From an optimization exercise on the open Yosys and OpenROAD flow, aimed at small area, a short achievable clock period and few clock cycles per item; shortcuts taken in it are not production practice. At most, simulation tests tie the RTL to the original design; equivalence was not proved. The RTL of runs 6 and 7 was laid out without a check of its function.

<file path="design/flow/design.v">
module lzc #(
  parameter int unsigned WIDTH = 2,
  parameter bit          MODE  = 1'b0,   
  parameter int unsigned CNT_WIDTH = (WIDTH > 1) ? $clog2(WIDTH) : 1
) (
  input  logic [WIDTH-1:0]     in_i,
  output logic [CNT_WIDTH-1:0] cnt_o,
  output logic                 empty_o
);
  always_comb begin
    cnt_o = '0;
    if (MODE) begin
      for (int i = 0; i < WIDTH; i++) begin
        if (in_i[i]) cnt_o = CNT_WIDTH'(WIDTH - 1 - i);
      end
    end else begin
      for (int i = WIDTH - 1; i >= 0; i--) begin
        if (in_i[i]) cnt_o = CNT_WIDTH'(i);
      end
    end
  end
  assign empty_o = ~(|in_i);
endmodule
module stream_arbiter #(
  parameter int unsigned DW    = 32,
  parameter int unsigned N_INP = 2
) (
  input  logic                   clk_i,
  input  logic                   rst_ni,
  input  logic [N_INP*DW-1:0]    inp_data_i,
  input  logic [N_INP-1:0]       inp_valid_i,
  output logic [N_INP-1:0]       inp_ready_o,
  output logic [DW-1:0]          oup_data_o,
  output logic                   oup_valid_o,
  input  logic                   oup_ready_i
);
  logic lock_q, lock_d;    
  logic sel_q;             
  logic sel;
  assign sel = lock_q ? sel_q : inp_valid_i[1];
  assign oup_valid_o = inp_valid_i[sel];
  assign oup_data_o  = sel ? inp_data_i[2*DW-1:DW] : inp_data_i[DW-1:0];
  assign inp_ready_o[0] = oup_ready_i & ~sel;
  assign inp_ready_o[1] = oup_ready_i & sel;
  assign lock_d = oup_valid_o & ~oup_ready_i;
  always_ff @(posedge clk_i or negedge rst_ni) begin
    if (!rst_ni) begin
      lock_q <= 1'b0;
      sel_q  <= 1'b0;
    end else begin
      lock_q <= lock_d;
      sel_q  <= sel;
    end
  end
endmodule
module snitch_shared_muldiv #(
  parameter int unsigned IdWidth = 8,
  parameter int unsigned DataWidth = 32
) (
  input  logic                 clk_i,
  input  logic                 rst_ni,
  input  logic [31:0]          acc_qaddr_i,   
  input  logic [IdWidth-1:0]   acc_qid_i,
  input  logic [31:0]          acc_qdata_op_i,   
  input  logic [DataWidth-1:0] acc_qdata_arga_i,
  input  logic [DataWidth-1:0] acc_qdata_argb_i,
  input  logic [DataWidth-1:0] acc_qdata_argc_i,
  input  logic                 acc_qvalid_i,
  output logic                 acc_qready_o,
  output logic [DataWidth-1:0] acc_pdata_o,
  output logic [IdWidth-1:0]   acc_pid_o,
  output logic                 acc_perror_o,
  output logic                 acc_pvalid_o,
  input  logic                 acc_pready_i
);
  logic st_nega_q, st_norm_q, st_shift_q, st_dstep_q, st_mstep_q, st_fix_q, st_done_q;
  logic        ovalid_q;
  logic [31:0] odata_q;
  logic [IdWidth-1:0] oid_q;
  logic        out_free;
  assign out_free = ~ovalid_q | acc_pready_i;
  logic idle;
  assign idle = ~(st_nega_q | st_norm_q | st_shift_q | st_dstep_q | st_mstep_q |
                  st_fix_q | (st_done_q & ~out_free));
  logic [2:0] f3;
  assign f3 = acc_qdata_op_i[14:12];
  logic in_div, in_sdiv, in_negA, in_negB;
  assign in_div  = f3[2];
  assign in_sdiv = f3[2] & ~f3[0];                         
  assign in_negA = in_sdiv & acc_qdata_arga_i[31];
  assign in_negB = in_sdiv & acc_qdata_argb_i[31];
  logic div_q, rem_q, negA_q, negB_q, sa_q, sb_q, outh_q, bzero_q, xtra_q, mext_q;
  logic [IdWidth-1:0] id_q;
  logic [33:0] H_q;    
  logic [31:0] L_q;    
  logic [32:0] M_q;    
  logic [4:0]  cnt_q;  
  logic [4:0]  ksh_q;  
  logic        xsel_h, xsel_l, invx, one0, two0, inv0, cin0, one1, two1, inv1;
  logic        n_xh, n_xl, n_invx, n_one0, n_two0, n_inv0, n_cin0, n_one1, n_two1, n_inv1;
  logic [36:0] xop, y0, y1, csa_s, csa_c, sum;
  logic [36:0] msx;
  assign msx = {{4{M_q[32]}}, M_q};
  assign xop = (({37{xsel_h}} & {{3{H_q[33]}}, H_q}) | ({37{xsel_l}} & {5'b0, L_q})) ^ {37{invx}};
  assign y0  = (({37{one0}} & msx) | ({37{two0}} & {msx[35:0], 1'b0})) ^ {37{inv0}};
  assign y1  = (({37{one1}} & {msx[34:0], 2'b0}) | ({37{two1}} & {msx[33:0], 3'b0})) ^ {37{inv1}};
  assign csa_s = xop ^ y0 ^ y1;
  assign csa_c = {(xop[35:0] & y0[35:0]) | (xop[35:0] & y1[35:0]) | (y0[35:0] & y1[35:0]), inv1};
  assign sum = csa_s + csa_c + {36'b0, cin0};
  logic        xa, xb;
  logic [4:0]  za, zb;
  logic        za_empty, zb_empty;
  assign xa = ~div_q & sa_q & H_q[31];
  assign xb = div_q ? negB_q : (sb_q & L_q[31]);
  lzc #(.WIDTH(32), .MODE(1'b1)) i_lzc_a (.in_i(H_q[31:0] ^ {32{xa}}), .cnt_o(za), .empty_o(za_empty));
  lzc #(.WIDTH(32), .MODE(1'b1)) i_lzc_b (.in_i(L_q ^ {32{xb}}), .cnt_o(zb), .empty_o(zb_empty));
  logic [5:0] za6, zb6;
  assign za6 = za_empty ? 6'd32 : {1'b0, za};
  assign zb6 = zb_empty ? 6'd32 : {1'b0, zb};
  logic [5:0] sdiff;
  logic       bzero;
  assign sdiff = (zb_empty ? 6'd31 : {1'b0, zb}) - za6;
  assign bzero = zb_empty & ~negB_q;
  logic       swap;
  logic [5:0] zmin;
  logic [3:0] nstep;    
  assign swap  = za6 > zb6;
  assign zmin  = swap ? za6 : zb6;
  assign nstep = (zmin < 6'd3) ? 4'd8 : 4'((6'd36 - zmin) >> 2);
  logic [31:0] fhi, flo, fout;
  logic [4:0]  fk;
  assign fk  = ksh_q;
  always_comb begin
    if (st_shift_q) begin             
      fhi = {1'b0, L_q[31:1]};
      flo = {L_q[0], 31'b0};
    end else if (outh_q) begin        
      fhi = {32{H_q[33]}};
      flo = H_q[31:0];
    end else begin                    
      fhi = H_q[31:0];
      flo = L_q;
    end
  end
  logic [47:0] f16;
  logic [39:0] f8;
  logic [35:0] f4;
  logic [33:0] f2;
  assign f16  = fk[4] ? {fhi, flo[31:16]}       : {fhi[15:0], flo};
  assign f8   = fk[3] ? f16[47:8]               : f16[39:0];
  assign f4   = fk[2] ? f8[39:4]                : f8[35:0];
  assign f2   = fk[1] ? f4[35:2]                : f4[33:0];
  assign fout = fk[0] ? f2[32:1]                : f2[31:0];
  logic last_cnt;
  assign last_cnt = (cnt_q == 5'd0);
  logic negq;
  assign negq = negA_q ^ negB_q;
  assign acc_qready_o = idle;
  assign acc_pvalid_o = ovalid_q;
  assign acc_perror_o = 1'b0;
  assign acc_pid_o    = oid_q;
  assign acc_pdata_o  = odata_q;
  logic qbit;
  assign qbit = ~sum[36];
  logic n_nega, n_norm, n_shift, n_dstep, n_mstep, n_fix, n_done;
  logic [4:0] nb;   
  always_comb begin
    n_xh = 1'b0; n_xl = 1'b0; n_invx = 1'b0;
    n_one0 = 1'b0; n_two0 = 1'b0; n_inv0 = 1'b0; n_cin0 = 1'b0;
    n_one1 = 1'b0; n_two1 = 1'b0; n_inv1 = 1'b0;
    if (st_norm_q) nb = {swap ? H_q[3:0] : L_q[3:0], 1'b0};
    else if (last_cnt) nb = {4'b0000, L_q[3]};    
    else nb = L_q[7:3];
    if (n_mstep) begin
      n_xh   = 1'b1;
      n_inv0 = nb[2]; n_cin0 = nb[2];
      n_one0 = nb[1] ^ nb[0];
      n_two0 = (nb[2] & ~nb[1] & ~nb[0]) | (~nb[2] & nb[1] & nb[0]);
      n_inv1 = nb[4];
      n_one1 = nb[3] ^ nb[2];
      n_two1 = (nb[4] & ~nb[3] & ~nb[2]) | (~nb[4] & nb[3] & nb[2]);
    end
    if (n_dstep) begin
      n_xh = 1'b1; n_one0 = 1'b1; n_inv0 = ~negB_q; n_cin0 = ~negB_q;
    end
    if (n_nega) begin
      n_xh = 1'b1; n_invx = 1'b1; n_cin0 = 1'b1;
    end
    if (n_fix) begin
      if (rem_q) begin
        n_xh = 1'b1; n_invx = negA_q; n_cin0 = negA_q;
      end else if (st_norm_q & bzero) begin
        n_inv0 = 1'b1;   
      end else begin
        n_xl = 1'b1; n_invx = 1'b1; n_cin0 = 1'b1;
      end
    end
  end
  always_comb begin
    n_nega = 1'b0; n_norm = 1'b0; n_shift = 1'b0; n_dstep = 1'b0;
    n_mstep = 1'b0; n_fix = 1'b0; n_done = 1'b0;
    if (idle & acc_qvalid_i) begin
      if (in_negA) n_nega = 1'b1;
      else n_norm = 1'b1;
    end
    if (st_nega_q) n_norm = 1'b1;
    if (st_norm_q) begin
      if (!div_q) n_mstep = 1'b1;
      else if (bzero) begin
        if (rem_q ? negA_q : 1'b1) n_fix = 1'b1;
        else n_done = 1'b1;
      end else if (sdiff[5]) begin
        if (rem_q & negA_q) n_fix = 1'b1;
        else n_done = 1'b1;
      end else n_shift = 1'b1;
    end
    if (st_shift_q) n_dstep = 1'b1;
    if (st_dstep_q) begin
      if (!last_cnt) n_dstep = 1'b1;
      else if (rem_q ? negA_q : negq) n_fix = 1'b1;
      else n_done = 1'b1;
    end
    if (st_mstep_q) begin
      if (~xtra_q & (~last_cnt | mext_q)) n_mstep = 1'b1;
      else n_done = 1'b1;
    end
    if (st_fix_q) n_done = 1'b1;
    if (st_done_q & ~out_free) n_done = 1'b1;
  end
  always_ff @(posedge clk_i) begin
    xsel_h <= n_xh; xsel_l <= n_xl; invx <= n_invx;
    one0 <= n_one0; two0 <= n_two0; inv0 <= n_inv0; cin0 <= n_cin0;
    one1 <= n_one1; two1 <= n_two1; inv1 <= n_inv1;
  end
  always_ff @(posedge clk_i or negedge rst_ni) begin
    if (!rst_ni) begin
      st_nega_q <= 1'b0; st_norm_q <= 1'b0; st_shift_q <= 1'b0; st_dstep_q <= 1'b0;
      st_mstep_q <= 1'b0; st_fix_q <= 1'b0; st_done_q <= 1'b0;
      ovalid_q <= 1'b0;
    end else begin
      st_nega_q <= n_nega; st_norm_q <= n_norm; st_shift_q <= n_shift; st_dstep_q <= n_dstep;
      st_mstep_q <= n_mstep; st_fix_q <= n_fix; st_done_q <= n_done;
      if (st_done_q & out_free) ovalid_q <= 1'b1;
      else if (acc_pready_i) ovalid_q <= 1'b0;
    end
  end
  always_ff @(posedge clk_i) begin
    if (st_done_q & out_free) begin
      odata_q <= fout;
      oid_q   <= id_q;
    end
    if (idle) begin
      id_q    <= acc_qid_i;
      div_q   <= in_div;
      rem_q   <= f3[1];
      negA_q  <= in_negA;
      negB_q  <= in_negB;
      sa_q    <= ~f3[1] | ~f3[0];                  
      sb_q    <= ~f3[1];                           
      outh_q  <= in_div ? f3[1] : (f3[1] | f3[0]);   
      H_q     <= {{2{in_negA}}, acc_qdata_arga_i};
      L_q     <= acc_qdata_argb_i;
      M_q     <= {acc_qdata_arga_i[31] & (~f3[1] | ~f3[0]), acc_qdata_arga_i};
    end
    if (st_nega_q) H_q <= sum[33:0];
    if (st_norm_q) begin
      if (div_q) begin
        cnt_q   <= sdiff[4:0];
        ksh_q   <= (bzero | sdiff[5]) ? 5'd0 : ~sdiff[4:0];
        bzero_q <= bzero;
        if (bzero | sdiff[5]) L_q <= '0;
      end else begin
        cnt_q   <= {1'b0, nstep - 4'd1};
        ksh_q   <= {3'(4'd8 - nstep), 2'b00};
        mext_q  <= (zmin == 6'd0);
        xtra_q  <= 1'b0;
        H_q     <= '0;
        if (swap) begin
          L_q <= H_q[31:0];
          M_q <= {L_q[31] & sb_q, L_q};
        end
      end
    end
    if (st_shift_q) begin
      M_q <= {negB_q, fout};
      L_q <= '0;
      ksh_q <= 5'd0;
    end
    if (st_dstep_q) begin
      if (qbit) H_q <= sum[33:0];
      L_q   <= {L_q[30:0], qbit};
      M_q   <= {M_q[32], M_q[32:1]};
      cnt_q <= cnt_q - 5'd1;
    end
    if (st_mstep_q) begin
      if (xtra_q) begin
        H_q <= sum[33:0];
      end else begin
        H_q     <= {sum[36], sum[36:4]};
        L_q     <= {sum[3:0], L_q[31:4]};
        cnt_q   <= cnt_q - 5'd1;
        if (last_cnt) xtra_q <= 1'b1;
      end
    end
    if (st_fix_q) begin
      if (rem_q) H_q <= sum[33:0];
      else L_q <= sum[31:0];
    end
  end
endmodule
</file>
<file path="design/flow/run.sh">
#!/bin/bash
# synth_recipe.tcl (not shown) runs the flow's synth.tcl, then flattens the netlist and writes it again
# the make line also repeats each setting of config.mk as NAME=value (left out here)
make -C /OpenROAD-flow-scripts/flow DESIGN_CONFIG=/design/flow/config.mk WORK_HOME=/design/flow/orfs CLKGATE_MAP_FILE= SYNTH_SCRIPT=/design/flow/synth_recipe.tcl finish
</file>
<file path="design/flow/config.mk">
export PLATFORM = sky130hd
export DESIGN_NAME = snitch_shared_muldiv
export DESIGN_NICKNAME = snitch_shared_muldiv
export VERILOG_FILES = /design/flow/design.v
export SDC_FILE = /design/flow/constraint.sdc
export NUM_CORES = 4
export LEC_CHECK = 0
export ABC_AREA = 1
export CAP_MARGIN = 20
export CORE_MARGIN = 2
export CORE_UTILIZATION = 40
export SETUP_SLACK_MARGIN = 5
export SLEW_MARGIN = 20
</file>
<file path="design/flow/constraint.sdc">
create_clock -name core_clock -period 11.0 [get_ports {clk_i}]
set_input_delay 2.2000 -clock core_clock [delete_from_list [all_inputs] [get_ports {clk_i}]]
set_output_delay 2.2000 -clock core_clock [all_outputs]
set_load 0.01 [all_outputs]
</file>
==> notes.md, run 1 <==
crit path from L_q[11]; Hold Crit Endpoint oid_q[5]; Starting Density 40.5%; clock skew 0.0194 ns; Place WS 3.62 ns; Arr. time, crit path 6.19 ns; Reg2Reg Setup Slack slightly above 5 ns; DRC viols 0; Hold Path Stages 0; Port Buf Inserts 120; post-layout util a little under half; fraction of layout cells with a size suffix above 1 5.98%; most frequent cells in the layout 465 x nand2_1, 357 x inv_1, 291 x o21ai_0; Relative slew margins around 17%; initial antenna violation count 2; commonest non-fill, non-tap cell in the layout nand2_1; crit path kind reg -> reg; Synth Net Count 3006; I/O pins 215; initial DRC count 2769; worst slew pin tran 1.23 ns; Non-Filler Cell Area, Final 0.0213 mm2; final hold violation count 0; Hold Crit Start id_q[5]; final wirelength 88900 um; placed inst area between 0.02 and 0.025 mm2; worst r2r path cells 21; Final setup viols 0; clk root buf clkbuf_16; worst hold path type reg -> reg; Max FO, Critical Path 24; top_reg_cell synth dfxtp_1; post-synthesis register bit count ~180; FP Rows 79; worst skew pair latency 0.51 ns; routability cong. around 1.0; largest net degree at the start of global routing 89; Initial DRT Pass Iterations 6; async set or reset register ratio after synthesis 4.35%; DR WL/cell 26.3 um; hold_ws 0.422 ns; Max Clock Freq around 170 MHz; register area share after synthesis 22.8%; Die Span Y 221 um; CTS tree yes; Die X 221 um; post-synthesis cell type count 62; Syn-to-layout area delta 12.8%; clock buffer count from CTS 17; maximum root-to-sink buffer count 2; Syn Area/Cell 6.86 um2; fin. max-slew vios 0; Global Route Usage Sum between 30% and 40%; Synth Instances 2747; reg-to-reg endpoint H_q[9]; unrepaired setup endpoints after global routing yes; Syn. warnings 2; H-Tree Depth 4; Clock Pin Slew Worst Setup and Hold Paths 0.09 ns; Post-synth EDFFs between 50 and 60; Mapped Area 0.0188 mm2; vias in the first global route 19.0k; full die area 0.0488 mm2; first-pass GRT wire length 127000 um; Nets just over 3k; CP Capture Type register; setup TNS 0 ns; fin crit share 53.3%; Vias per Instance 6.19; Overflow after GRT 0; startpoint types register; half-perimeter wire length after placement ~66000 um; Reg2Reg Launch Point L_q[11]; crit path time final roughly 5.9 ns; Worst Slack Setup Final 5.14 ns; Post-DRT Antenna Nets 0; Core Region 0.0466 mm2; Req. time, crit path 11.33 ns; total number of vias 20.9k; outcome complete, no violations; max_cap viols 0; clock sinks 184
how the worst max path moves through the flow:
stage | slack [ns] | cells past startpoint | end
after floorplan | 5.10 | 7 | acc_qready_o
after global placement | 3.58 | 48 | L_q[16]
after detailed placement | 3.62 | 48 | L_q[16]
after CTS | 5.00 | 19 | H_q[31]
after global routing | 4.98 | 49 | cnt_q[1]
final | 5.14 | 21 | H_q[9]
metrics by stage:
stage               cells
floorplan            2747
global placement     3327
detailed placement   3327
CTS                  3364
global route         3385
finish               3386
per-layer routing:
metal,vias to the layer above,track usage [%],part of all wire [%]
li1,9504,-,-
met5,-,0,0
met2,1326,53.2,44
met1,9846,44.9,39
met4,0,22.3,6.9
met3,269,6.89,10
Yosys cell counts (3+ instances only):
cell type,instances,area (um2)
a211oi_1,6,45.0
a21oi_1,188,941
a221oi_1,23,201
a22oi_1,46,345
a31oi_1,11,68.8
a32oi_1,11,96.3
buf_1,23,86.3
buf_2,9,45.0
buf_4,3,22.5
buf_6,10,113
clkbuf_1,139,522
clkinv_1,11,41.3
dfrtp_1,8,200
dfxtp_1,119,2380
edfxtp_1,57,1710
fa_1,38,761
ha_1,49,613
inv_1,364,1370
inv_2,12,45.0
mux2i_1,34,340
nand2_1,468,1760
nand2_4,4,45.0
nand3_1,82,410
nand4_1,6,37.5
nor2_1,140,526
nor2_2,8,50.1
nor3_1,9,45.0
o2111ai_1,3,26.3
o211ai_1,137,1030
o21a_1,9,67.6
o21ai_0,291,1460
o21ai_1,26,130
o21bai_1,4,30.0
o221ai_1,48,420
o22ai_1,113,707
o31ai_1,3,22.5
o32ai_1,3,26.3
or2_2,3,18.8
xnor2_1,17,149
xor2_1,182,1590
xor2_2,4,65.1
flip-flops by register name, summed over array words and instances (netlist names), 5 cells and up:
name	cells
cnt_q	5
H_q	34
odata_q	32
id_q	8
ksh_q	5
oid_q	8
L_q	32
M_q	33
critical path, stage by stage (launching register included):
cell and delay [ns]:
dfxtp_1 0.59, inv_1 0.27, o22ai_1 0.62, xor2_1 0.17
fa_1 0.52, inv_1 0.04, ha_1 0.35, nand2_1 0.08
o21ai_0 0.25, a21oi_1 0.07, o21ai_0 0.36, nand2_1 0.11
o2111ai_1 0.18, xor2_1 0.27, nand2_1 0.08, buf_4 0.24
nand2_1 0.09, inv_1 0.16, nor2_1 0.22, buf_4 0.29
nand2_1 0.08, a32oi_1 0.60
what timing repair did:
item                                    in CTS  in global routing
setup buffers                                4                 15
hold buffers                                 0                  0
endpoints found under the setup margin      78                 54
cloned                                       1                  6
pin swaps                                    1                  5
gates resized for setup                     10                 18
final cells by class:
cell class | instances | area, um2
inverter | 387 | 1480
timing repair inverter | 3 | 20.0
multi-input combinational | 1996 | 12400
fill | 4886 | 25300
clock buffer | 17 | 425
timing repair buffer | 176 | 1660
antenna | 1 | 2.50
tap | 607 | 759
sequential | 184 | 4300
clock inverter | 15 | 174
kinds of logic (layout without fill, tap and decap cells):
family          Yosys count  count (layout)  share of synthesized area, %
mux                      34              34                          1.81
buf+inv                 571             598                          11.9
compound gates          938             939                          30.7
simple gates            729             732                          15.8
fa+ha+maj                87              87                          7.29
other cells               1               2                        0.0199
xor+xnor                203             203                          9.60
flops                   184             184                          22.8
Testbench counts, summed over its fixed seeds: cycles 60,134, ops 8,000.
==> run 2: changes to the inputs <==
--- a/design/flow/config.mk
+++ b/design/flow/config.mk
@@ -11,3 +11,3 @@
 export CORE_UTILIZATION = 40
-export SETUP_SLACK_MARGIN = 5
+export SETUP_SLACK_MARGIN = 4.5
 export SLEW_MARGIN = 20
==> run 2 against run 1 <==
Effect of this change:
- first-iteration DRC count rose by 3.1%
- register-to-register slack lost 0.03 ns
- hold slack better by 0.0019 ns
- flip-flop and latch count stayed put
- critical path type unchanged
==> notes.md, run 2 <==
initial DRC count 2855 (+3.1%); Initial DRT Pass Iterations 8 (+2); unrepaired setup endpoints after global routing no; Die X 221 um (unchanged); commonest non-fill, non-tap cell in the layout nand2_1; clock buffer count from CTS 17 (unchanged); Reg2Reg Setup Slack 5.11 ns (-0.03 ns); total number of vias 20.8k (-0.59%); critical path's largest stage delay 0.52 ns (-0.10 ns); routability cong. 1.02 (-1.1%); full die area 0.0488 mm2 (unchanged); Final Non-Filler Cells 3377 (-0.27%); Synth Net Count 3006 (unchanged); register area share after synthesis 22.8% (unchanged); crit path kind reg -> reg; Syn. warnings 2 (unchanged); Final setup viols 0 (unchanged); Syn Area/Cell 6.86 um2 (unchanged); fin. max-slew vios 0 (unchanged); startpoint types register; Clock Pin Slew Worst Setup and Hold Paths 0.08 ns (about the same); Hold Crit Endpoint oid_q[0]; largest net degree at the start of global routing 93 (+4.5%); Reg2Reg Launch Point div_q; most common cell in the netlist nand2_1; CP Capture Type register; Mapped Area 0.0188 mm2 (unchanged); outcome complete, no violations; leading area contributor after synthesis dfxtp_1; Hold Crit Start id_q[0]; post-synth top area share 12.6% (unchanged); Overflow after GRT 0 (unchanged); DRC viols 0 (unchanged); Vias per Instance 6.17 (-0.32%); async set or reset register ratio after synthesis 4.35% (unchanged); Nets 3013 (-0.36%); max reg flops 34 (unchanged); Max Clock Freq 170 MHz (-0.52%); placed inst area 0.0203 mm2 (about the same); setup TNS 0 ns (unchanged); clock sinks 184 (unchanged); Global Route Usage Sum 35.1% (+0.24 points); slowest cell on the critical path edfxtp_1; vias in the first global route 19.2k (+0.80%); crit path time final 5.89 ns (+0.0307 ns); post-synthesis register bit count 184 (unchanged); # placed instances 3327 (unchanged); Largest regs H_q (34), M_q (33); Synth Instances 2747 (unchanged); Post-synth EDFFs 57 (unchanged); Max FO, Critical Path 19 (-21%); synth top area cells dfxtp_1 13%, nand2_1 9.3%, edfxtp_1 9.1%; CTS tree yes; Starting Density 40.5% (unchanged); Top cell by count, worst path nand2_1; Core Region 0.0466 mm2 (unchanged); maximum root-to-sink buffer count 2 (unchanged); Hold Path Stages 0 (unchanged); fin crit share 53.6% (+0.28 points); clk root buf clkbuf_16; first-pass GRT wire length 128000 um (+0.38%); most frequent cells in the layout 466 x nand2_1, 360 x inv_1, 291 x o21ai_0; top_reg_cell synth dfxtp_1; worst skew pair latency 0.51 ns (about the same); H-Tree Depth 4 (unchanged); Die Span Y 221 um (unchanged); final wirelength 89000 um (about the same); Non-Filler Cell Area, Final 0.0212 mm2 (-0.39%); worst slew pin tran 1.26 ns (+0.0322 ns); initial antenna violation count 5 (+3); Port Buf Inserts 120 (unchanged); Relative slew margins 14.8% (-2.2 points); FP Rows 79 (unchanged); Post-DRT Antenna Nets 0 (unchanged); clock skew 0.0250 ns (+0.00559 ns); I/O pins 215 (unchanged); worst hold path type reg -> reg; reg-to-reg endpoint ksh_q[3]; worst r2r path cells 49 (+130%); Post-synth top cells 468 x nand2_1, 364 x inv_1, 291 x o21ai_0; Arr. time, crit path 6.26 ns (+0.07 ns); DR WL/cell 26.4 um (+0.34%); max_cap viols 0 (unchanged); fraction of layout cells with a size suffix above 1 5.31% (-0.66 points); final hold violation count 0 (unchanged); Syn-to-layout area delta 12.4%; half-perimeter wire length after placement 67000 um (+1.4%); Req. time, crit path 11.37 ns (+0.04 ns); post-synthesis cell type count 62 (unchanged); Most flops, register H_q
==> run 2: cell counts after synthesis <==
No cell type changed its count.
==> run 2: how the worst max path moves through the flow <==
stage / cells past startpoint / slack (ns) / to / start
after floorplan: 7 / 4.88 / acc_qready_o / acc_pready_i
after global placement: 48 / 3.46 / L_q[17] / div_q
after detailed placement: 48 / 3.42 / L_q[17] / div_q
after CTS: 53 / 4.60 / ksh_q[3] / div_q
after global routing: 52 / 4.53 / cnt_q[1] / div_q
final: 49 / 5.11 / ksh_q[3] / div_q
==> run 2: critical path: cells and delay by family (launching register included) <==
family / cells / cell delay, ns
adders and majority gates: 2 / 0.45
DFF: 1 / 0.52
and+or+nand+nor: 38 / 2.92
xor gates and xnor gates: 2 / 0.45
AOI/OAI and AO/OA: 4 / 0.92
buffers and inverters: 3 / 0.46
==> run 2: cell families after synthesis <==
kind of cell / Yosys count / share of synthesized area (%)
AND/OR/NAND/NOR: 729 / 15.8
AO/OA/AOI/OAI: 938 / 30.7
buffers and inverters: 571 / 11.9
XOR/XNOR: 203 / 9.60
adder cells (fa/ha/maj): 87 / 7.29
other: 1 / 0.0199
flip-flops: 184 / 22.8
multiplexers: 34 / 1.81
==> run 2: cell type report <==
cell class,instances,area (um2)
Fill cell,4843,25400
Multi-Input combinational cell,1995,12400
Sequential cell,184,4300
Timing Repair Buffer,169,1600
Inverter,387,1460
Tap cell,607,759
Clock buffer,17,425
Clock inverter,15,206
Antenna cell,3,7.51
==> run 2: stage by stage <==
stage | utilization, % | hold WS [ns] | setup slack, ns
finish | 45.5 | 0.424 | 5.11
global route | 45.4 | 0.439 | 4.53
CTS | 45.1 | 0.422 | 4.60
detailed placement | 43.7 | 0.407 | 3.42
global placement | 43.7 | 0.404 | 3.46
floorplan | - | 0.400 | 4.88
==> run 2: timing repair <==
action | in CTS | in global routing
pin swaps | 1 | 3
setup endpoints to repair | 31 | 36
hold buffers | 0 | 0
buffers inserted | 0 | 11
resized for setup | 5 | 9
cloned | 1 | 2
==> run 2: per-layer routing <==
layer / global-route usage [%] / up-vias / share of wire, % / routed length, um
li1: - / 9482 / - / -
met1: 44.7 / 9812 / 39 / 35000
met2: 54.2 / 1243 / 44 / 39000
met3: 6.41 / 281 / 9.4 / 8340
met4: 23.3 / 4 / 7.4 / 6590
met5: 0 / - / 0.028 / 25
==> run 3: changes to the inputs <==
==> design/flow/flow/run.sh (new file) <==
#!/bin/bash
set -e
sed 's/SETUP_SLACK_MARGIN=[0-9.]*/SETUP_SLACK_MARGIN=5.5/' standard.sh > standard_m.sh
bash standard_m.sh > standard.log 2>&1
==> design/flow/standard.sh (new file) <==
#!/bin/bash
# synth_recipe.tcl (not shown) runs the flow's synth.tcl, then flattens the netlist and writes it again
# the make line also repeats each setting of config.mk as NAME=value (left out here)
make -C /OpenROAD-flow-scripts/flow DESIGN_CONFIG=/design/flow/config.mk WORK_HOME=/design/flow/orfs CLKGATE_MAP_FILE= SYNTH_SCRIPT=/design/flow/synth_recipe.tcl "${@:-finish}"
--- a/design/flow/config.mk
+++ b/design/flow/config.mk
@@ -11,3 +11,3 @@
 export CORE_UTILIZATION = 40
-export SETUP_SLACK_MARGIN = 4.5
+export SETUP_SLACK_MARGIN = 5
 export SLEW_MARGIN = 20
removed: design/flow/run.sh
==> run 3 against run 2 <==
Effect of this change:
- utilization grew 2.8 points
- final area grew 6.2%
- flip-flop and latch count is the same
- die area is the same
- maximum frequency grew 8.9%
==> notes.md, run 3 <==
Initial DRT Pass Iterations 6 (-2); Clock Pin Slew Worst Setup and Hold Paths 0.08 ns (about the same); max reg flops 34 (unchanged); Post-DRT Antenna Nets 0 (unchanged); DR WL/cell 27.5 um (+4.3%); initial antenna violation count 3 (-2); Syn Area/Cell 6.86 um2 (unchanged); most frequent cells in the layout 447 x nand2_1, 350 x inv_1, 279 x o21ai_0; Post-synth EDFFs 57 (unchanged); routability cong. 0.998 (-2.5%); clk root buf clkbuf_16; Max Clock Freq 185 MHz (+8.9%); final wirelength 94700 um (+6.4%); full die area 0.0488 mm2 (unchanged); I/O pins 215 (unchanged); first-pass GRT wire length 133000 um (+4.5%); initial DRC count 2457 (-14%); Starting Density 40.5% (unchanged); Mapped Area 0.0188 mm2 (unchanged); Post-synth top cells 468 x nand2_1, 364 x inv_1, 291 x o21ai_0; Synth Net Count 3006 (unchanged); max_cap viols 0 (unchanged); post-synthesis cell type count 62 (unchanged); fin. max-slew vios 0 (unchanged); Req. time, crit path 8.80 ns (-2.57 ns); unrepaired setup endpoints after global routing yes; Syn-to-layout area delta 19.3%; critical path's largest stage delay 0.45 ns (-0.07 ns); clock sinks 184 (unchanged); Max FO, Critical Path 3 (-16); startpoint types primary input; critical path cell sequence clkdlybuf4s50_1, inv_1, nand3_2, nand2_1, nor2_4, buf_2; Core Region 0.0466 mm2 (unchanged); DRC viols 0 (unchanged); setup TNS 0 ns (unchanged); worst skew pair latency 0.51 ns (about the same); post-synthesis register bit count 184 (unchanged); synth top area cells dfxtp_1 13%, nand2_1 9.3%, edfxtp_1 9.1%; FP Rows 79 (unchanged); post-layout util 48.3% (+2.8 points); post-synth top area share 12.6% (unchanged); fraction of layout cells with a size suffix above 1 11.3% (+5.9 points); Port Buf Inserts 120 (unchanged); outcome complete, no violations; largest net degree at the start of global routing 89 (-4.3%); total number of vias 21.3k (+2.5%); cts hold-fix bufs 0 (unchanged); Syn. warnings 2 (unchanged); Vias per Instance 6.19 (+0.43%); Most flops, register H_q; Die X 221 um (unchanged); Largest regs H_q (34), M_q (33); H-Tree Depth 4 (unchanged); crit path time final 5.41 ns (-0.480 ns); crit path kind in -> out; async set or reset register ratio after synthesis 4.35% (unchanged); most common cell in the netlist nand2_1; CTS tree yes; leading area contributor after synthesis dfxtp_1; top_reg_cell synth dfxtp_1; register area share after synthesis 22.8% (unchanged); worst slew pin tran 1.04 ns (-0.220 ns); CP Capture Type output port; Synth Instances 2747 (unchanged); Die Span Y 221 um (unchanged); fin crit share 49.2% (-4.4 points); final hold violation count 0 (unchanged); Global Route Usage Sum 37.1% (+2.0 points); half-perimeter wire length after placement 69700 um (+4.1%); slowest cell on the critical path clkdlybuf4s50_1; maximum root-to-sink buffer count 2 (unchanged); Relative slew margins 30.3% (+15 points); Arr. time, crit path 3.21 ns (-3.05 ns); clock skew 0.0149 ns (-0.0101 ns); worst hold path type reg -> reg; vias in the first global route 19.4k (+1.1%); CP top delay family buffers and inverters; Buf+Inv Stages, Crit Path 3 (unchanged); commonest non-fill, non-tap cell in the layout nand2_1; clock buffer count from CTS 17 (unchanged); Overflow after GRT 0 (unchanged); Nets 3081 (+2.3%); Final setup viols 0 (unchanged)
run 3: cell counts after synthesis:
Identical to the previous run, type by type.
run 3: what timing repair did:
item | in CTS | in global routing
buffers inserted | 23 | 46
cloned | 8 | 2
endpoints found under the setup margin | 108 | 99
resized for setup | 38 | 162
pin swaps | 7 | 57
run 3: final timing paths:
kind                               from      endpoint  slack [ns]  cells past startpoint
min                             id_q[7]      oid_q[7]        0.42                      0
max reg2reg                       div_q       L_q[14]        5.61                     51
min reg2reg                     id_q[7]      oid_q[7]        0.42                      0
min in group asynchronous        rst_ni     st_nega_q        2.01                      1
max                        acc_pready_i  acc_qready_o        5.59                      6
max in group asynchronous        rst_ni    st_shift_q        8.66                      1
run 3: cell type report:
class                   instances  area, um2
diodes                          3       7.51
multi-input cells            1997      13000
repair buffers                231       2230
well taps                     607        759
clock buffers                  19        454
fillers                      4753      24100
inverters                     387       1490
clock inverters                13        159
flip-flops and latches        184       4320
repair inverters                4       30.0
run 3: worst register-to-register path, delay by kind of cell (launching register included):
family,cells,cell delay [ns]
AND/OR/NAND/NOR,33,2.03
AO/OA/AOI/OAI,8,1.42
buffers and inverters,7,0.92
flip-flops,1,0.42
XOR/XNOR,2,0.29
adder cells (fa/ha/maj),1,0.19
run 3: per-stage QoR:
stage | setup slack (ns) | cell area [um2] | cells | hold WS (ns)
6_report | 5.59 | 22500 | 3445 | 0.422
5_1_grt | 5.27 | 22500 | 3444 | 0.429
4_1_cts | 5.49 | 21400 | 3394 | 0.425
2_1_floorplan | 5.54 | 18800 | 2747 | 0.400
3_3_place_gp | 3.44 | 20300 | 3331 | 0.409
3_5_place_dp | 3.43 | 20300 | 3331 | 0.405
run 3: logic make-up after synthesis:
family	synth area share, %
AO/OA/AOI/OAI	30.7
AND/OR/NAND/NOR	15.8
buffers and inverters	11.9
XOR/XNOR	9.60
flip-flops	22.8
adder cells (fa/ha/maj)	7.29
multiplexers	1.81
other	0.0199
run 3: metal layers:
metal  track usage (%)  wire (um)  vias up
li1                  -          -     9624
met4              20.9       6150        2
met2              59.4      43000     1217
met3              7.08       8150      300
met1              46.7      37400    10200
met5                 0         12        -
==> run 4: changes to the inputs <==
--- a/design/flow/design.v
+++ b/design/flow/design.v
@@ -305,4 +305,4 @@
     if (st_fix_q) begin
-      if (rem_q) H_q <= sum[33:0];
-      else L_q <= sum[31:0];
+      H_q    <= sum[33:0];
+      outh_q <= 1'b1;
     end
==> design/flow/run.sh (new file) <==
#!/bin/bash
# synth_recipe.tcl (not shown) runs the flow's synth.tcl, then flattens the netlist and writes it again
# the make line also repeats each setting of config.mk as NAME=value (left out here)
make -C /OpenROAD-flow-scripts/flow DESIGN_CONFIG=/design/flow/config.mk WORK_HOME=/design/flow/orfs CLKGATE_MAP_FILE= SYNTH_SCRIPT=/design/flow/synth_recipe.tcl finish
removed: design/flow/flow/run.sh
removed: design/flow/standard.sh
==> run 4 against run 3 <==
Effect of this change:
- first-iteration DRC count grew 25%
- synthesized area fell by 0.53%
- via count is 5.3% lower
- sequential share of layout area rose by 1.1 points
- maximum frequency decreased by 7.1%
- final area decreased by 5.9%
- still clean
- clock-buffer cell count fell by 1
- utilization shrank 2.7 points
==> notes.md, run 4 <==
outcome complete, no violations; Syn-to-layout area delta 12.8%; post-synthesis cell type count 70 (+13%); leading area contributor after synthesis dfxtp_1; synth top area cells dfxtp_1 13%, nand2_1 11%, edfxtp_1 9.0%; clock buffer count from CTS 17 (unchanged); Clock Pin Slew Worst Setup and Hold Paths 0.08 ns (about the same); Nets 2985 (-3.1%); fin. max-slew vios 0 (unchanged); FP Rows 79 (unchanged); CP Depth 7 (+1); H-Tree Depth 4 (unchanged); most frequent cells in the layout 523 x nand2_1, 328 x inv_1, 283 x o21ai_0; largest net degree at the start of global routing 77 (-13%); placed inst area 0.0202 mm2 (-0.64%); startpoint types primary input; async set or reset register ratio after synthesis 4.35% (unchanged); post-synthesis register bit count 184 (unchanged); Hold Path Stages 0 (unchanged); total number of vias 20.2k (-5.3%); crit path kind in -> out; slowest cell on the critical path clkdlybuf4s50_1; I/O pins 215 (unchanged); Initial DRT Pass Iterations 7 (+1); Core Region 0.0464 mm2 (-0.42%); critical path cell sequence clkdlybuf4s50_1, inv_1, nand3_1, nand3_4, buf_16, inv_16, dlygate4sd2_1; worst slew pin tran 1.17 ns (+0.129 ns); Max FO, Critical Path 26 (+23); CTS tree yes; commonest non-fill, non-tap cell in the layout nand2_1; Fillers 4763 (+0.21%); Post-DRT Antenna Nets 0 (unchanged); Overflow after GRT 0 (unchanged); DR WL/cell 24.4 um (-11%); Global Route Usage Sum 33.2% (-3.9 points); Non-Filler Cell Area, Final 0.0211 mm2 (-5.9%); top_reg_cell synth dfxtp_1; Die Span Y 220 um (-0.26%); Synth Instances 2718 (-1.1%); maximum root-to-sink buffer count 2 (unchanged); initial DRC count 3072 (+25%); Mapped Area 0.0187 mm2 (-0.53%); final wirelength 81700 um (-14%); unrepaired setup endpoints after global routing yes; Die X 220 um (-0.26%); max reg flops 34 (unchanged); Largest regs H_q (34), M_q (33); Syn Area/Cell 6.89 um2 (+0.53%); Vias per Instance 6.04 (-2.5%); final hold violation count 0 (unchanged); worst skew pair latency 0.51 ns (about the same); clk root buf clkbuf_16; first-pass GRT wire length 119000 um (-11%); CP top delay family buffers and inverters; half-perimeter wire length after placement 59800 um (-14%); DRC viols 0 (unchanged); Arr. time, crit path 3.63 ns (+0.42 ns); routability cong. 0.964 (-3.4%); full die area 0.0486 mm2 (-0.52%); Starting Density 40.4% (-0.043 points); Syn. warnings 2 (unchanged); CP Capture Type output port; cts hold-fix bufs 0 (unchanged); clock skew 0.0200 ns (+0.00512 ns); post-synth top area share 12.8% (+0.17 points); Max Clock Freq 172 MHz (-7.1%); Final setup viols 0 (unchanged); most common cell in the netlist nand2_1; worst hold path type reg -> reg; crit path time final 5.83 ns (+0.416 ns); Synth Net Count 2977 (-0.96%); vias in the first global route 18.1k (-6.6%); Buf+Inv Stages, Crit Path 5 (+2); clock sinks 184 (unchanged); Post-synth EDFFs 56 (-1.8%); worst r2r path cells 26 (-49%); fraction of layout cells with a size suffix above 1 6.54% (-4.7 points); register area share after synthesis 22.9% (+0.068 points); Post-synth top cells 525 x nand2_1, 331 x inv_1, 283 x o21ai_0; critical path's largest stage delay 0.45 ns (about the same); setup TNS 0 ns (unchanged); initial antenna violation count 1 (-2); Port Buf Inserts 120 (unchanged); ant diodes 0 (-3); fin crit share 53.0% (+3.8 points); Most flops, register H_q; Relative slew margins 21.0% (-9.3 points); max_cap viols 0 (unchanged); Req. time, crit path 8.80 ns (about the same)
[run 4: stage by stage]
step | utilization [%] | hold slack (ns) | cells | setup slack (ns)
floorplan | - | 0.400 | 2718 | 5.31
global route | 45.6 | 0.436 | 3346 | 4.98
finish | 45.6 | 0.424 | 3346 | 5.17
detailed placement | 43.6 | 0.407 | 3297 | 4.02
CTS | 45.3 | 0.426 | 3336 | 5.13
global placement | 43.6 | 0.403 | 3296 | 4.06
[run 4: final timing paths]
kind                               from            to  slack (ns)
max reg2reg                      L_q[1]       H_q[31]        5.37
min reg2reg                     id_q[0]      oid_q[0]        0.42
min                             id_q[0]      oid_q[0]        0.42
max in group asynchronous        rst_ni    st_dstep_q        8.57
min in group asynchronous        rst_ni     st_norm_q        2.04
max                        acc_pready_i  acc_qready_o        5.17
[run 4: kinds of logic (layout without fill, tap and decap cells)]
family                     Yosys count  count (layout)  synth area share, %
AOI/OAI and AO/OA                  877             877                 29.4
xor gates and xnor gates           203             203                 9.57
adders and majority gates           87              87                 7.33
buffers and inverters              533             552                 11.2
DFF                                184             184                 22.9
muxes                               41              41                 2.19
other                                1               1               0.0200
and+or+nand+nor                    792             794                 17.4
[run 4: layout make-up]
class	count	area [um2]	area share (%)
Multi-Input combinational cell	2003	12500	58.9
Timing Repair inverter	2	16.3	0.0769
Sequential cell	184	4290	20.3
Tap cell	607	759	3.59
Inverter	353	1360	6.43
Clock buffer	18	439	2.08
Timing Repair Buffer	165	1660	7.87
Clock inverter	14	164	0.775
[run 4: routing by layer]
layer | part of all wire (%) | global-route usage (%) | up-vias
met5 | 0 | 0 | -
met3 | 9.2 | 5.48 | 205
met4 | 5.8 | 17.8 | 0
met2 | 43 | 50.6 | 1162
met1 | 42 | 44.8 | 9504
li1 | - | - | 9336
[run 4: repair_timing]
action,in CTS,in global routing
resized for setup,13,14
pin swaps,1,2
cloned,5,2
buffers inserted,2,7
setup endpoints to repair,25,86
Testbench counts of run 4, summed over its fixed seeds: cycles 60,134, ops 8,000.
==> run 5: changes to the inputs <==
--- a/design/flow/config.mk
+++ b/design/flow/config.mk
@@ -11,2 +11,3 @@
 export CORE_UTILIZATION = 40
+export CTS_BUF_LIST = sky130_fd_sc_hd__clkbuf_4 sky130_fd_sc_hd__clkbuf_8
 export SETUP_SLACK_MARGIN = 5
==> run 5 against run 4 <==
Effect of this change:
- die area did not move
- register-to-register slack got worse by 0.03 ns
- still clean
- largest cell class unchanged
==> notes.md, run 5 <==
Starting Density 40.4% (unchanged); Clock Pin Slew Worst Setup and Hold Paths 0.11 ns (+0.03 ns); DR WL/cell 24.4 um (about the same); Synth Instances 2718 (unchanged); Hold Crit Start id_q[0]; final hold violation count 0 (unchanged); Largest regs H_q (34), M_q (33); Vias per Instance 6.04 (about the same); Syn Area/Cell 6.89 um2 (unchanged); clock sinks 184 (unchanged); Max Clock Freq 171 MHz (about the same); Nets 2984 (-0.034%); clock buffer count from CTS 17 (unchanged); fin crit share 53.0% (about the same); Place WS 4.02 ns (unchanged); critical path cell sequence clkdlybuf4s50_1, inv_1, nand3_1, nand3_4, buf_16, inv_16, dlygate4sd2_1; fraction of layout cells with a size suffix above 1 6.50% (-0.034 points); CTS tree yes; CP Capture Type output port; post-synthesis register bit count 184 (unchanged); routability cong. 0.964 (unchanged); maximum root-to-sink buffer count 2 (unchanged); outcome complete, no violations; Relative slew margins 24.7% (+3.8 points); Worst Slack Setup Final 5.17 ns (-0.00338 ns); Initial DRT Pass Iterations 6 (-1); slowest cell on the critical path clkdlybuf4s50_1; clk root buf clkbuf_8; crit path from acc_pready_i; Max FO, Critical Path 26 (unchanged); max_cap viols 0 (unchanged); Die Span Y 220 um (unchanged); startpoint types primary input; post-synthesis cell type count 70 (unchanged); crit path kind in -> out; Port Buf Inserts 120 (unchanged); Final Non-Filler Cells 3345 (-0.030%); most common cell in the netlist nand2_1; half-perimeter wire length after placement 59800 um (unchanged); cts hold-fix bufs 0 (unchanged); top_reg_cell synth dfxtp_1; worst skew pair latency 0.60 ns (+0.09 ns); Core Region 0.0464 mm2 (unchanged); unrepaired setup endpoints after global routing yes; Die X 220 um (unchanged); initial antenna violation count 1 (unchanged); Arr. time, crit path 3.63 ns (about the same); DRC viols 0 (unchanged); commonest non-fill, non-tap cell in the layout nand2_1; worst slew pin tran 1.12 ns (-0.0558 ns); vias in the first global route 18.1k (-0.12%); clock skew 0.0312 ns (+0.0112 ns); register area share after synthesis 22.9% (unchanged); worst hold path type reg -> reg; Mapped Area 0.0187 mm2 (unchanged); full die area 0.0486 mm2 (unchanged); max reg flops 34 (unchanged); hold_ws 0.432 ns (+0.00754 ns); Syn-to-layout area delta 11.7%; total number of vias 20.2k (+0.020%); Multi-input gate area 0.0124 mm2 (about the same); fin. max-slew vios 0 (unchanged); Overflow after GRT 0 (unchanged); Reg area 0.00429 mm2 (about the same); final wirelength 81700 um (about the same); FP Rows 79 (unchanged); synth top area cells dfxtp_1 13%, nand2_1 11%, edfxtp_1 9.0%; leading area contributor after synthesis dfxtp_1; Final setup viols 0 (unchanged); first-pass GRT wire length 118000 um (about the same); ant diodes 0 (unchanged); post-synth top area share 12.8% (unchanged); I/O pins 215 (unchanged); H-Tree Depth 4 (unchanged); initial DRC count 2937 (-4.4%); post-layout util 45.2% (-0.45 points); critical path's largest stage delay 0.45 ns (about the same); Reg2Reg Launch Point H_q[11]; Post-DRT Antenna Nets 0 (unchanged); largest net degree at the start of global routing 77 (unchanged); Req. time, crit path 8.80 ns (about the same); crit path time final 5.83 ns (+0.00338 ns); Synth Net Count 2977 (unchanged); Global Route Usage Sum 33.2% (about the same); Syn. warnings 2 (unchanged); Most flops, register H_q; setup TNS 0 ns (unchanged); Fillers 4780 (+0.36%); Post-synth EDFFs 56 (unchanged); Post-synth top cells 525 x nand2_1, 331 x inv_1, 283 x o21ai_0; most frequent cells in the layout 523 x nand2_1, 328 x inv_1, 283 x o21ai_0; async set or reset register ratio after synthesis 4.35% (unchanged); # placed instances 3297 (unchanged)
[run 5: cell counts after synthesis]
No cell type changed its count.
[run 5: final cells by class]
type	count	area share, %
multi-input combinational	2003	59.4
sequential	184	20.5
clock inverter	14	0.783
tap	607	3.63
timing repair inverter	2	0.0777
inverter	353	6.49
timing repair buffer	164	7.91
clock buffer	18	1.18
[run 5: final timing paths]
check	to	slack (ns)	cells past startpoint
worst min-delay path	oid_q[0]	0.43	0
max in group asynchronous	st_dstep_q	8.67	1
worst min register to register	oid_q[0]	0.43	0
worst max-delay path	acc_qready_o	5.17	7
worst max register to register	H_q[28]	5.34	20
min in group asynchronous	st_shift_q	1.94	1
[run 5: kinds of logic after synthesis]
family                   share of synthesized area, %
buffers and inverters                            11.2
flip-flops                                       22.9
AO/OA/AOI/OAI                                    29.4
AND/OR/NAND/NOR                                  17.4
XOR/XNOR                                         9.57
other                                          0.0200
adder cells (fa/ha/maj)                          7.33
multiplexers                                     2.19
[run 5: per-layer routing]
layer | vias to the layer above | wire length (um) | track usage, %
met1 | 9464 | 33700 | 44.7
met4 | 2 | 5020 | 18.4
li1 | 9339 | - | -
met5 | - | 14 | 0
met2 | 1191 | 35000 | 50.3
met3 | 215 | 7890 | 5.69
[run 5: what timing repair did]
action / in CTS / in global routing
endpoints found under the setup margin: 25 / 89
pin swaps: 1 / 2
setup buffers: 2 / 6
cloned: 5 / 2
resized for setup: 13 / 13
[run 5: critical path, delay by kind of cell]
family                 cells  cell delay, ns
AND/OR/NAND/NOR            2            0.26
buffers and inverters      5            1.15
[run 5: per-stage QoR]
stage / instance area, um2
after floorplan: 18700
after global placement: 20200
after detailed placement: 20200
after CTS: 20800
after global routing: 20900
final: 20900
==> run 6: changes to the inputs <==
--- a/design/flow/design.v
+++ b/design/flow/design.v
@@ -76,7 +76,4 @@
   logic st_nega_q, st_norm_q, st_shift_q, st_dstep_q, st_mstep_q, st_fix_q, st_done_q;
-  logic        ovalid_q;
-  logic [31:0] odata_q;
-  logic [IdWidth-1:0] oid_q;
   logic        out_free;
-  assign out_free = ~ovalid_q | acc_pready_i;
+  assign out_free = acc_pready_i;
   logic idle;
@@ -158,6 +155,6 @@
   assign acc_qready_o = idle;
-  assign acc_pvalid_o = ovalid_q;
+  assign acc_pvalid_o = st_done_q;
   assign acc_perror_o = 1'b0;
-  assign acc_pid_o    = oid_q;
-  assign acc_pdata_o  = odata_q;
+  assign acc_pid_o    = id_q;
+  assign acc_pdata_o  = fout;
   logic qbit;
@@ -238,3 +235,2 @@
       st_mstep_q <= 1'b0; st_fix_q <= 1'b0; st_done_q <= 1'b0;
-      ovalid_q <= 1'b0;
     end else begin
@@ -242,4 +238,2 @@
       st_mstep_q <= n_mstep; st_fix_q <= n_fix; st_done_q <= n_done;
-      if (st_done_q & out_free) ovalid_q <= 1'b1;
-      else if (acc_pready_i) ovalid_q <= 1'b0;
     end
@@ -247,6 +241,2 @@
   always_ff @(posedge clk_i) begin
-    if (st_done_q & out_free) begin
-      odata_q <= fout;
-      oid_q   <= id_q;
-    end
     if (idle) begin
--- a/design/flow/config.mk
+++ b/design/flow/config.mk
@@ -11,3 +11,2 @@
 export CORE_UTILIZATION = 40
-export CTS_BUF_LIST = sky130_fd_sc_hd__clkbuf_4 sky130_fd_sc_hd__clkbuf_8
 export SETUP_SLACK_MARGIN = 5
==> run 6 against run 5 <==
Effect of this change:
- utilization grew 1.8 points
- hold slack better by 0.091 ns
- clock-buffer cell count stayed put
- final area down 3.2%
- non-clock buffer count is 19 higher
- routed wire length is 2.2% higher
- critical path type is now reg -> out
- largest cell class unchanged
==> notes.md, run 6 <==
outcome complete, no violations; Max Clock Freq 166 MHz (-3.1%); Hold Crit Start cnt_q[0]; Clock Pin Slew Worst Setup and Hold Paths 0.08 ns (-0.03 ns); largest net degree at the start of global routing 86 (+12%); setup TNS 0 ns (unchanged); reg-to-reg endpoint H_q[18]; most frequent cells in the layout 489 x nand2_1, 322 x inv_1, 266 x o21ai_0; top_reg_cell synth dfxtp_1; max_cap viols 0 (unchanged); XOR/XNOR share of the synthesized area 10.2% (+0.68 points); Overflow after GRT 0 (unchanged); I/O pins 215 (unchanged); Fillers 4560 (-4.6%); Hold Crit Endpoint cnt_q[0]; full die area 0.0455 mm2 (-6.4%); post-synthesis register bit count 143 (-22%); post-synth top area share 13.7% (+0.90 points); critical path cell sequence buf_12, nand2_1, nand2_8, clkinvlp_4, o21ai_0, o21ai_0, o22ai_1, mux2i_1, o21ai_0, mux2i_1, o21ai_0, clkdlybuf4s50_1; # placed instances 3257 (-1.2%); register area share after synthesis 17.5% (-5.4 points); post-synthesis cell type count 64 (-8.6%); worst hold path type reg -> reg; Synth Area in Compound Gates 32.3% (+2.9 points); Syn-to-layout area delta 15.7%; clock sinks 143 (-22%); Syn. warnings 2 (unchanged); fraction of synthesized area in multiplexers 2.12% (-0.075 points); Most flops, register H_q; Mapped Area 0.0175 mm2 (-6.6%); Die Span Y 213 um (-3.3%); max reg flops 34 (unchanged); total number of vias 20.4k (+0.97%); CTS tree yes; DRC viols 0 (unchanged); commonest non-fill, non-tap cell in the layout nand2_1; ant diodes 0 (unchanged); slowest cell on the critical path clkdlybuf4s50_1; most common cell in the netlist nand2_1; Global Route Usage Sum 36.2% (+3.0 points); CP Capture Type output port; clock skew 0.0137 ns (-0.0175 ns); Top cell by count, worst path o21ai_0; Port Buf Inserts 120 (unchanged); Post-Synth Simple-Gate Area 18.0% (+0.55 points); Die X 213 um (-3.3%); async set or reset register ratio after synthesis 4.90% (+0.55 points); fin crit share 54.7% (+1.7 points); Relative slew margins 26.3% (+1.6 points); Adder-Cell Fraction of Synth Area 7.85% (+0.51 points); Largest regs H_q (34), M_q (33), L_q (32); Non-Filler Cell Area, Final 0.0203 mm2 (-3.2%); DR WL/cell 25.0 um (+2.5%); synth top area cells dfxtp_1 14%, nand2_1 11%, xor2_1 9.4%; initial DRC count 3119 (+6.2%); Reg2Reg Setup Slack 5.29 ns (-0.05 ns); fin. max-slew vios 0 (unchanged); crit path time final 6.02 ns (+0.184 ns); Final setup viols 0 (unchanged); vias in the first global route 18.6k (+2.9%); FP Rows 76 (-3.8%); crit path kind reg -> out; Vias per Instance 6.12 (+1.3%); Req. time, crit path 8.80 ns (about the same); maximum root-to-sink buffer count 2 (unchanged); Buf+Inv Stages, Crit Path 3 (-2); half-perimeter wire length after placement 61000 um (+1.9%); Max FO, Critical Path 19 (-27%); clock buffer count from CTS 17 (unchanged); leading area contributor after synthesis dfxtp_1; Post-DRT Antenna Nets 0 (unchanged); Arr. time, crit path 3.82 ns (+0.19 ns); fraction of layout cells with a size suffix above 1 8.04% (+1.5 points); Hold Path Stages 1 (+1); Core Region 0.0432 mm2 (-6.9%); routability cong. 0.955 (-0.94%); Synth Instances 2711 (-0.26%); Starting Density 40.6% (+0.14 points); Nets 2996 (+0.40%); Post-synth top cells 494 x nand2_1, 327 x inv_1, 317 x o21ai_0; Reg2Reg Launch Point L_q[5]; first-pass GRT wire length 122000 um (+2.7%); worst skew pair latency 0.45 ns (-0.15 ns); placed inst area 0.0189 mm2 (-6.6%); clk root buf clkbuf_16; hold_ws 0.522 ns (+0.0906 ns); Post-synth EDFFs 16 (-71%); Syn Area/Cell 6.46 um2 (-6.3%); Final Non-Filler Cells 3335 (-0.30%); Initial DRT Pass Iterations 7 (+1); startpoint types register; CP top delay family compound AO/OA/AOI/OAI gates; H-Tree Depth 4 (unchanged); Synth Net Count 2970 (-0.24%); worst r2r path cells 31 (+55%); unrepaired setup endpoints after global routing yes; final wirelength 83500 um (+2.2%); initial antenna violation count 0 (-1); largest family of logic cells by synthesized area compound AO/OA/AOI/OAI gates; final hold violation count 0 (unchanged); critical path's largest stage delay 0.61 ns (+0.16 ns); worst slew pin tran 1.10 ns (-0.0137 ns)
## run 6: changes by cell type in the layout (fill, tap and decap cells not counted), moves of 18 or more
cell | previous run | this run
o21ai_1 | 5 | 66
edfxtp_1 | 56 | 16
nand2_1 | 523 | 489
a21oi_1 | 172 | 204
a31oi_1 | 35 | 16
clkbuf_16 | 0 | 19
a21oi_2 | 2 | 20
clkbuf_8 | 18 | 0
## run 6: final cells by class
cell class | count | area [um2] | share of cell area [%]
clock buffers | 18 | 450 | 2.22
clock inverters | 14 | 159 | 0.784
inverters | 344 | 1320 | 6.52
multi-input cells | 2041 | 12600 | 62.3
flip-flops and latches | 143 | 3070 | 15.2
well taps | 585 | 732 | 3.61
repair buffers | 183 | 1860 | 9.18
repair inverters | 7 | 47.5 | 0.235
## run 6: worst max path at each step
stage | from | end | slack (ns) | cells past startpoint
5_1_grt | st_shift_q | acc_pdata_o[2] | 4.80 | 14
2_1_floorplan | acc_pready_i | acc_qready_o | 5.13 | 8
6_report | outh_q | acc_pdata_o[24] | 4.98 | 12
4_1_cts | outh_q | acc_pdata_o[21] | 5.00 | 12
3_5_place_dp | st_shift_q | acc_pdata_o[31] | 4.03 | 14
3_3_place_gp | st_shift_q | acc_pdata_o[31] | 4.02 | 14
## run 6: worst register-to-register path: cells and delay by family, from the launching register on
family | cells | cell delay [ns]
buffers and inverters | 3 | 0.57
xor gates and xnor gates | 1 | 0.14
adders and majority gates | 2 | 0.85
and+or+nand+nor | 11 | 1.26
AOI/OAI and AO/OA | 14 | 2.21
DFF | 1 | 0.58
## run 6: routing by layer
layer  global-route usage [%]  part of all wire [%]  vias to the layer above
met1                     48.2                    40                     9515
li1                         -                     -                     9294
met5                        0                     0                        -
met4                     20.9                   6.9                        0
met2                     55.3                    43                     1334
met3                     5.79                    10                      265
## run 6: cell families after synthesis
group | after synthesis
AOI/OAI and AO/OA | 940
xor gates and xnor gates | 204
adders and majority gates | 87
buffers and inverters | 531
DFF | 143
muxes | 37
other | 1
and+or+nand+nor | 768
## run 6: per-stage QoR
stage,setup WS (ns),utilization (%)
after floorplan,5.13,-
after global placement,4.02,43.7
after detailed placement,4.03,43.7
after CTS,5.00,45.8
after global routing,4.80,46.9
final,4.98,46.9
## run 6: timing repair
action | CTS | global route
hold buffers | 0 | 0
pin swaps | 2 | 8
resized for setup | 59 | 86
setup buffers | 5 | 27
endpoints found under the setup margin | 120 | 143
gates cloned | 10 | 4
==> run 7: changes to the inputs <==
--- a/design/flow/design.v
+++ b/design/flow/design.v
@@ -158,3 +158,3 @@
   assign acc_pid_o    = id_q;
-  assign acc_pdata_o  = fout;
+  assign acc_pdata_o  = f4[31:0];
   logic qbit;
==> run 7 against run 6 <==
Effect of this change:
- non-clock buffer count shrank 16
- synthesized cell count grew 1.3%
- hold slack lost 0.044 ns
- setup slack gained 0.054 ns
- final area shrank 0.72%
- flip-flop and latch count is the same
- clock skew shrank 0.0028 ns
- sequential share of layout area grew 0.098 points
==> notes.md, run 7 <==
outcome complete, no violations; full die area 0.0460 mm2 (+1.1%); Top cell by count, worst path o21ai_0; Starting Density 40.3% (-0.25 points); Port Buf Inserts 120 (unchanged); worst hold path type reg -> reg; Reg2Reg Setup Slack 5.31 ns (+0.02 ns); crit path time final 5.96 ns (-0.0539 ns); DRC viols 0 (unchanged); post-synthesis register bit count 143 (unchanged); DR WL/cell 24.7 um (-1.2%); cts hold-fix bufs 0 (unchanged); Most flops, register H_q; # placed instances 3299 (+1.3%); synth top area cells dfxtp_1 14%, nand2_1 11%, xor2_1 9.2%; worst slew pin tran 1.07 ns (-0.0327 ns); register area share after synthesis 17.3% (-0.20 points); maximum root-to-sink buffer count 2 (unchanged); commonest non-fill, non-tap cell in the layout nand2_1; async set or reset register ratio after synthesis 4.90% (unchanged); CP Capture Type output port; CP top delay family buffers and inverters; half-perimeter wire length after placement 61700 um (+1.3%); Syn-to-layout area delta 13.6%; leading area contributor after synthesis dfxtp_1; most frequent cells in the layout 499 x nand2_1, 331 x inv_1, 279 x o21ai_0; Largest regs H_q (34), M_q (33), L_q (32); Hold Crit Endpoint ksh_q[1]; Die Span Y 214 um (+0.56%); Mapped Area 0.0177 mm2 (+1.1%); Buf+Inv Stages, Crit Path 4 (+1); unrepaired setup endpoints after global routing yes; clock skew 0.0110 ns (-0.00275 ns); Req. time, crit path 8.80 ns (about the same); setup TNS 0 ns (unchanged); crit path kind reg -> out; slowest cell on the critical path clkdlybuf4s50_1; fin. max-slew vios 0 (unchanged); Post-DRT Antenna Nets 0 (unchanged); Hold Path Stages 2 (+1); H-Tree Depth 4 (unchanged); ant diodes 0 (unchanged); Worst Slack Setup Final 5.04 ns (+0.0539 ns); Clock Pin Slew Worst Setup and Hold Paths 0.07 ns (about the same); first-pass GRT wire length 121000 um (-0.24%); Hold Crit Start ksh_q[1]; FP Rows 77 (+1.3%); Post-synth EDFFs 16 (unchanged); Synth Net Count 3004 (+1.1%); Place WS 4.55 ns (+0.526 ns); fin crit share 54.2% (-0.49 points); initial DRC count 3314 (+6.3%); initial antenna violation count 3 (+3); Global Route Usage Sum 35.0% (-1.2 points); reg-to-reg endpoint H_q[6]; Final Non-Filler Cells 3357 (+0.66%); Syn. warnings 2 (unchanged); Nets 3011 (+0.50%); Core Region 0.0439 mm2 (+1.8%); most common cell in the netlist nand2_1; worst skew pair latency 0.46 ns (about the same); Fillers 4679 (+2.6%); final hold violation count 0 (unchanged); Max Clock Freq 168 MHz (+0.90%); post-synthesis cell type count 64 (unchanged); post-synth top area share 13.6% (-0.15 points); Die X 214 um (+0.56%); Syn Area/Cell 6.45 um2 (-0.12%); Final setup viols 0 (unchanged); vias in the first global route 18.4k (-1.0%); Max FO, Critical Path 39 (+20); worst r2r path cells 34 (+9.7%); CTS tree yes; final wirelength 83000 um (-0.56%); critical path cell sequence buf_8, inv_2, nand2_4, clkinvlp_4, o21ai_0, o21ai_0, o21ai_1, o21ai_0, or2_2, o21ai_0, clkdlybuf4s50_1; Arr. time, crit path 3.76 ns (-0.06 ns); max_cap viols 0 (unchanged); I/O pins 215 (unchanged); Relative slew margins 28.6% (+2.3 points); Initial DRT Pass Iterations 8 (+1); Post-synth top cells 501 x nand2_1, 337 x inv_1, 292 x o21ai_0; max reg flops 34 (unchanged); clk root buf clkbuf_16; clock buffer count from CTS 17 (unchanged); clock sinks 143 (unchanged); Synth Instances 2745 (+1.3%); largest net degree at the start of global routing 88 (+2.3%); Vias per Instance 6.09 (-0.55%); Overflow after GRT 0 (unchanged); Reg2Reg Launch Point H_q[0]; top_reg_cell synth dfxtp_1; total number of vias 20.4k (+0.11%); fraction of layout cells with a size suffix above 1 7.99% (-0.044 points)
==> run 7: cell count changes after synthesis, moves of 6 or more <==
| cell | previous run | this run |
|---|---|---|
| a21oi_1 | 206 | 230 |
| a21oi_2 | 19 | 36 |
| a31oi_1 | 16 | 23 |
| buf_1 | 20 | 10 |
| clkbuf_1 | 143 | 151 |
| inv_1 | 327 | 337 |
| mux2i_1 | 37 | 18 |
| nand2_1 | 494 | 501 |
| nor2_1 | 151 | 160 |
| o211ai_1 | 93 | 81 |
| o21ai_0 | 317 | 292 |
| o21ai_1 | 30 | 24 |
| o21ai_2 | 5 | 17 |
==> run 7: area by class of cell <==
cell class / count / area, um2 / share of cell area (%)
Timing Repair Buffer: 167 / 1640 / 8.15
Timing Repair inverter: 5 / 27.5 / 0.137
Clock inverter: 8 / 103 / 0.510
Inverter: 353 / 1370 / 6.79
Clock buffer: 24 / 492 / 2.44
Sequential cell: 143 / 3070 / 15.3
Tap cell: 592 / 741 / 3.68
Multi-Input combinational cell: 2065 / 12700 / 63.0
==> run 7: metal layers <==
metal	global-route usage [%]	routed length, um
met1	47.4	34400
met2	53.8	36000
met3	5.30	7760
met4	18.0	4840
met5	0	34
==> run 7: stage by stage <==
stage          cell area [um2]  utilization [%]  hold WS (ns)
4_1_cts                  19800             45.0         0.475
3_3_place_gp             19100             43.4         0.457
3_5_place_dp             19100             43.4         0.465
6_report                 20100             45.8         0.479
5_1_grt                  20100             45.8         0.504
2_1_floorplan            17700                -         0.477
==> run 7: how the worst max path moves through the flow <==
| stage | startpoint | end | cells after the start |
|---|---|---|---|
| 2_1_floorplan | acc_pready_i | acc_qready_o | 7 |
| 3_3_place_gp | outh_q | acc_pdata_o[13] | 10 |
| 3_5_place_dp | one0 | H_q[18] | 32 |
| 4_1_cts | st_shift_q | acc_pdata_o[29] | 12 |
| 5_1_grt | div_q | cnt_q[1] | 52 |
| 6_report | st_shift_q | acc_pdata_o[28] | 11 |
==> run 7: what timing repair did <==
| item | in CTS | in global routing |
|---|---|---|
| pin swaps | 1 | 1 |
| cloned | 4 | 3 |
| buffers inserted | 2 | 15 |
| resized for setup | 24 | 37 |
| setup endpoints to repair | 86 | 99 |
==> run 7: worst min-delay path, cell delays in order, from the launching register on <==
cell and delay [ns]:
dfxtp_1 0.31, nand2_1 0.06, a21oi_1 0.06
==> run 7: cells by family after synthesis <==
logic type | count (synthesis) | share of synthesized area [%]
other | 1 | 0.0212
xor gates and xnor gates | 204 | 10.2
and+or+nand+nor | 795 | 18.7
buffers and inverters | 539 | 12.1
adders and majority gates | 87 | 7.76
AOI/OAI and AO/OA | 958 | 33.0
DFF | 143 | 17.3
muxes | 18 | 1.02

==> separate check: timing with driven ports <==
Ports are ideal in the flow. The routed layouts listed here were re-timed in OpenROAD. Step 1: set_driving_cell puts a clkbuf_16 on clk_i and a buf_2 on each other input, an assumption about the parent block. Step 2 also shifts input and output timing later by t, the mid clock arrival at the registers, as if the neighbouring blocks saw the same clock. Three values: ideal ports, drivers, drivers and shift; two values: the first two.
run | t (ns) | slack for setup (ns) | clock arrival spread, ns | pins driven straight from the clock port
run 1 | 0.556 | 5.138 / 5.127 / 5.127 | 0.020 / 0.020 | 1
run 2 | 0.562 | 5.108 / 5.108 / 5.108 | 0.027 / 0.027 | 1
run 3 | 0.555 | 5.587 / 5.560 / 5.358 | 0.015 / 0.015 | 1
run 4 | 0.559 | 5.171 / 5.147 / 5.147 | 0.020 / 0.020 | 1
run 5 | 0.639 | 5.168 / 5.144 / 5.144 | 0.031 / 0.031 | 1
run 6 | 0.501 | 4.984 / 4.930 / 5.162 | 0.013 / 0.014 | 1
run 7 | 0.512 | 5.038 / 4.983 / 5.165 | 0.011 / 0.011 | 1
After both steps setup and hold are still met in every run listed. For run 3, which loses most, drivers alone change the setup slack by -0.027 ns; drivers and shift together by -0.229 ns.
